This is an optimization exercise on Yosys and OpenROAD, whose aim is small area, not a production implementation. Function was checked by simulation only, so behaviour that the tests miss may differ from the original.

Design neural_compressor_top, start of the top module:
module neural_compressor_top
(
    input  logic        clk,
    input  logic        rst_n,
    input  logic [DATA_WIDTH-1:0]   s_axis_tdata,
    input  logic                    s_axis_tvalid,
    output logic                    s_axis_tready,
    input  logic                    s_axis_tlast,
    output logic [DATA_WIDTH-1:0]   m_axis_tdata,
    output logic [1:0]              m_axis_tuser,   
    output logic                    m_axis_tvalid,
    input  logic                    m_axis_tready,
    output logic                    m_axis_tlast,
    input  logic [DATA_WIDTH-1:0]   cfg_threshold,
    input  logic                    cfg_enable,
    output neural_compressor_pkg::compress_stats_t         stats,
    output logic [15:0]             spike_count
);
    wire [31:0] data_in = s_axis_tdata;
    wire        valid_in = s_axis_tvalid & cfg_enable;
    logic       valid_out;   
    logic       taken;       
    logic [3:0] cnt;
    logic       fresh;     
    logic [29:0] xr;       
    logic [12:0] hf;       
    logic [31:0] yr;       
    logic [31:0] s1, s2, s3, s4;  
    logic [31:0] dr;       
    logic        dz;       
    wire idle  = (cnt == 4'd0);
    wire outc  = (cnt == 4'd11);
    wire last  = outc & ~valid_out;
    wire shy   = (~idle & ~outc) | last;
    wire shs   = ((cnt >= 4'd4) & ~outc) | last;
    wire clrh  = idle | outc;
    wire c4    = (cnt == 4'd4);
    assign s_axis_tready = idle;
    always_ff @(posedge clk or negedge rst_n) begin
        if (!rst_n) begin
            cnt       <= 4'd0;
            valid_out <= 1'b0;
            fresh     <= 1'b1;
        end else begin
            valid_out <= outc;
            if (last) fresh <= 1'b0;
            if (idle) begin
                if (valid_in) cnt <= 4'd1;
            end else if (outc) begin
                if (m_axis_tready) cnt <= 4'd0;
            end else begin
                cnt <= cnt + 4'd1;
            end
  ...
Size: about 1100 cells after synthesis, roughly 400 flip-flops, about 160 I/O pins, roughly 16000 um2 of cells after synthesis.
export LEC_CHECK = 0
export CAP_MARGIN = 20
export CORE_MARGIN = 2
export CORE_UTILIZATION = 80
export SLEW_MARGIN = 20
export SYNTH_HIERARCHICAL = 1
export SYNTH_MINIMUM_KEEP_SIZE = 0
create_clock -name core_clock -period 120.0 [get_ports {clk}]
standard.sh (not shown) runs the stock make flow with config.mk's settings and CLKGATE_MAP_FILE= SYNTH_SCRIPT=/design/flow/synth_recipe.tcl, a recipe that flattens the netlist after the stock synthesis.
==> flow/flow/run.sh <==
#!/bin/bash
# Layout flow: the standard ORFS flow (standard.sh: standard synthesis,
# floorplan, placement, CTS, routing), with two changes:
#  - the I/O port buffers are the smallest buffer cell;
#  - the clock tree uses large leaf clusters of clkbuf_16 (clkbuf_8 above
#    them) and no dummy loads.
# ORFS keeps each step's full log under orfs/logs/; make's own output, and the
# final DEF export's, goes to make_flow.log here.
set -euo pipefail
export BUFFER_PORTS_ARGS="-buffer_cell sky130_fd_sc_hd__buf_1"
export CTS_ARGS="-sink_clustering_enable -repair_clock_nets -buf_list sky130_fd_sc_hd__clkbuf_16 -root_buf sky130_fd_sc_hd__clkbuf_8 -tree_buf sky130_fd_sc_hd__clkbuf_8 -sink_clustering_size 26 -sink_clustering_max_diameter 85 -dont_use_dummy_load"
bash standard.sh > make_flow.log 2>&1
Edit:
--- a/flow/design.v
+++ b/flow/design.v
@@ -40,36 +40,24 @@
 module counter_inc
 (
     input  logic [15:0] q,
     input  logic        en,
     output logic [15:0] d
 );
     logic [16:0] c;
     assign c[0] = en;
     for (genvar i = 0; i < 16; i++) begin : g_ha
         half_adder u_ha (.a(q[i]), .b(c[i]), .s(d[i]), .co(c[i+1]));
     end
 endmodule
-module packet_bit
-(
-    input  logic take,
-    input  logic sel_y,
-    input  logic sel_d,
-    input  logic y,
-    input  logic d,
-    input  logic q,
-    output logic n
-);
-    assign n = take ? ((sel_y & y) | (sel_d & d)) : q;
-endmodule
 import neural_compressor_pkg::*;
 module neural_compressor_top
 (
     input  logic        clk,
     input  logic        rst_n,
     input  logic [DATA_WIDTH-1:0]   s_axis_tdata,
     input  logic                    s_axis_tvalid,
     output logic                    s_axis_tready,
     input  logic                    s_axis_tlast,
     output logic [DATA_WIDTH-1:0]   m_axis_tdata,
     output logic [1:0]              m_axis_tuser,   
     output logic                    m_axis_tvalid,
@@ -91,24 +79,25 @@
     logic [31:0] yr;       
     logic [31:0] s1, s2, s3, s4;  
     logic [31:0] dr;       
     logic        dz;       
     wire idle  = (cnt == 4'd0);
     wire outc  = (cnt == 4'd11);
     wire last  = outc & ~valid_out;
     wire shy   = (~idle & ~outc) | last;
     wire shs   = ((cnt >= 4'd4) & ~outc) | last;
     wire clrh  = idle | outc;
     wire c4    = (cnt == 4'd4);
     assign s_axis_tready = idle;
+    wire [31:0] delta = dz ? 32'd0 : dr;   
     always_ff @(posedge clk or negedge rst_n) begin
         if (!rst_n) begin
             cnt       <= 4'd0;
             valid_out <= 1'b0;
             fresh     <= 1'b1;
         end else begin
             valid_out <= outc;
             if (last) fresh <= 1'b0;
             if (idle) begin
                 if (valid_in) cnt <= 4'd1;
             end else if (outc) begin
                 if (m_axis_tready) cnt <= 4'd0;
@@ -474,46 +463,40 @@
             dcnt <= hit ? 5'd8 : dcnt + {{4{ddec}}, ddec | dinc};
             spike_count <= spike_count_inc;
         end
     end
     logic first_sample;
     logic [15:0] sample_cnt, spike_cnt;
     logic ratio_set;
     assign taken = detected_valid & m_axis_tready;
     wire [15:0] sample_cnt_inc, spike_cnt_inc;
     counter_inc u_inc_samples (.q(sample_cnt), .en(m_axis_tvalid), .d(sample_cnt_inc));
     counter_inc u_inc_spkpkts (.q(spike_cnt), .en(m_axis_tvalid & m_axis_tuser[1] & ~m_axis_tuser[0]), .d(spike_cnt_inc));
     wire raw = spike_detected | first_sample;
-    wire sel_d = ~raw & ~dz;    
-    logic [31:0] pk_next;
-    for (genvar i = 0; i < 32; i++) begin : g_pk
-        packet_bit u_pk (.take(taken), .sel_y(raw), .sel_d(sel_d), .y(yr[i]), .d(dr[i]),
-                         .q(m_axis_tdata[i]), .n(pk_next[i]));
-    end
     always_ff @(posedge clk or negedge rst_n) begin
         if (!rst_n) begin
             m_axis_tdata <= '0;
             m_axis_tuser <= '0;
             m_axis_tvalid <= '0;
             first_sample <= '1;
             sample_cnt <= '0;
             spike_cnt <= '0;
             ratio_set <= '0;
         end else begin
             m_axis_tvalid <= taken;
-            m_axis_tdata <= pk_next;
             ratio_set <= 1'b1;
             sample_cnt <= sample_cnt_inc;
             spike_cnt <= spike_cnt_inc;
             if (taken) begin
+                m_axis_tdata <= raw ? yr : delta;
                 m_axis_tuser <= {raw, ~spike_detected & first_sample};
                 first_sample <= 1'b0;
             end
         end
     end
     assign stats.sample_count = sample_cnt;
     assign stats.spike_count = spike_cnt;
     assign stats.compression_ratio = {1'b0, ratio_set, ratio_set, 2'b00, ratio_set, 2'b00};
     assign stats.overflow = 1'b0;
     logic tlast_pending;
     always_ff @(posedge clk or negedge rst_n) begin
         if (!rst_n) begin
- The new run produced a clean layout
- non-clock buffer count is unchanged
- count of clock-buffer cells in the layout stays the same
- clock skew goes up by 0.0032 ns
- wire length goes up by 6.4%
- critical path depth stays the same
- sequential share of layout area goes down by 0.52 points
- flip-flop and latch count is unchanged
- die area goes up by 1.3%
- via count goes up by 3.5%
- area after synthesis goes up by 1.4%
- register-to-register slack got worse by 0.17 ns
- global-route usage goes up by 2.4 points
- setup slack got worse by 0.14 ns

[re-timing with driven ports]
No port has a modelled driver above. Below, the same layouts with a new extraction and two added sets of constraints. Step 1 (the two cells are an assumption about what drives the block):
set clk [get_ports {clk}]
set_driving_cell -lib_cell sky130_fd_sc_hd__clkbuf_16 $clk
set_driving_cell -lib_cell sky130_fd_sc_hd__buf_2 [delete_from_list [all_inputs] $clk]
Step 2 also shifts input and output timing later by t, the mid clock arrival at the registers, as if the neighbouring blocks saw the same clock. Slacks: ideal / step 1 / step 2; pairs: ideal / step 1.
run | t, ns | slack for setup (ns) | hold WS [ns] | pins driven straight from the clock port
the first run | 0.613 | 82.674 / 82.693 / 82.080 | 0.398 / 0.398 / 0.398 | 1
the second run | 0.595 | 82.529 / 82.543 / 81.948 | 0.422 / 0.422 / 0.422 | 1
After both steps setup and hold are still met in every run listed. The setup slack of the first run, which loses most, moves by +0.019 ns with the drivers and by -0.594 ns with both steps.
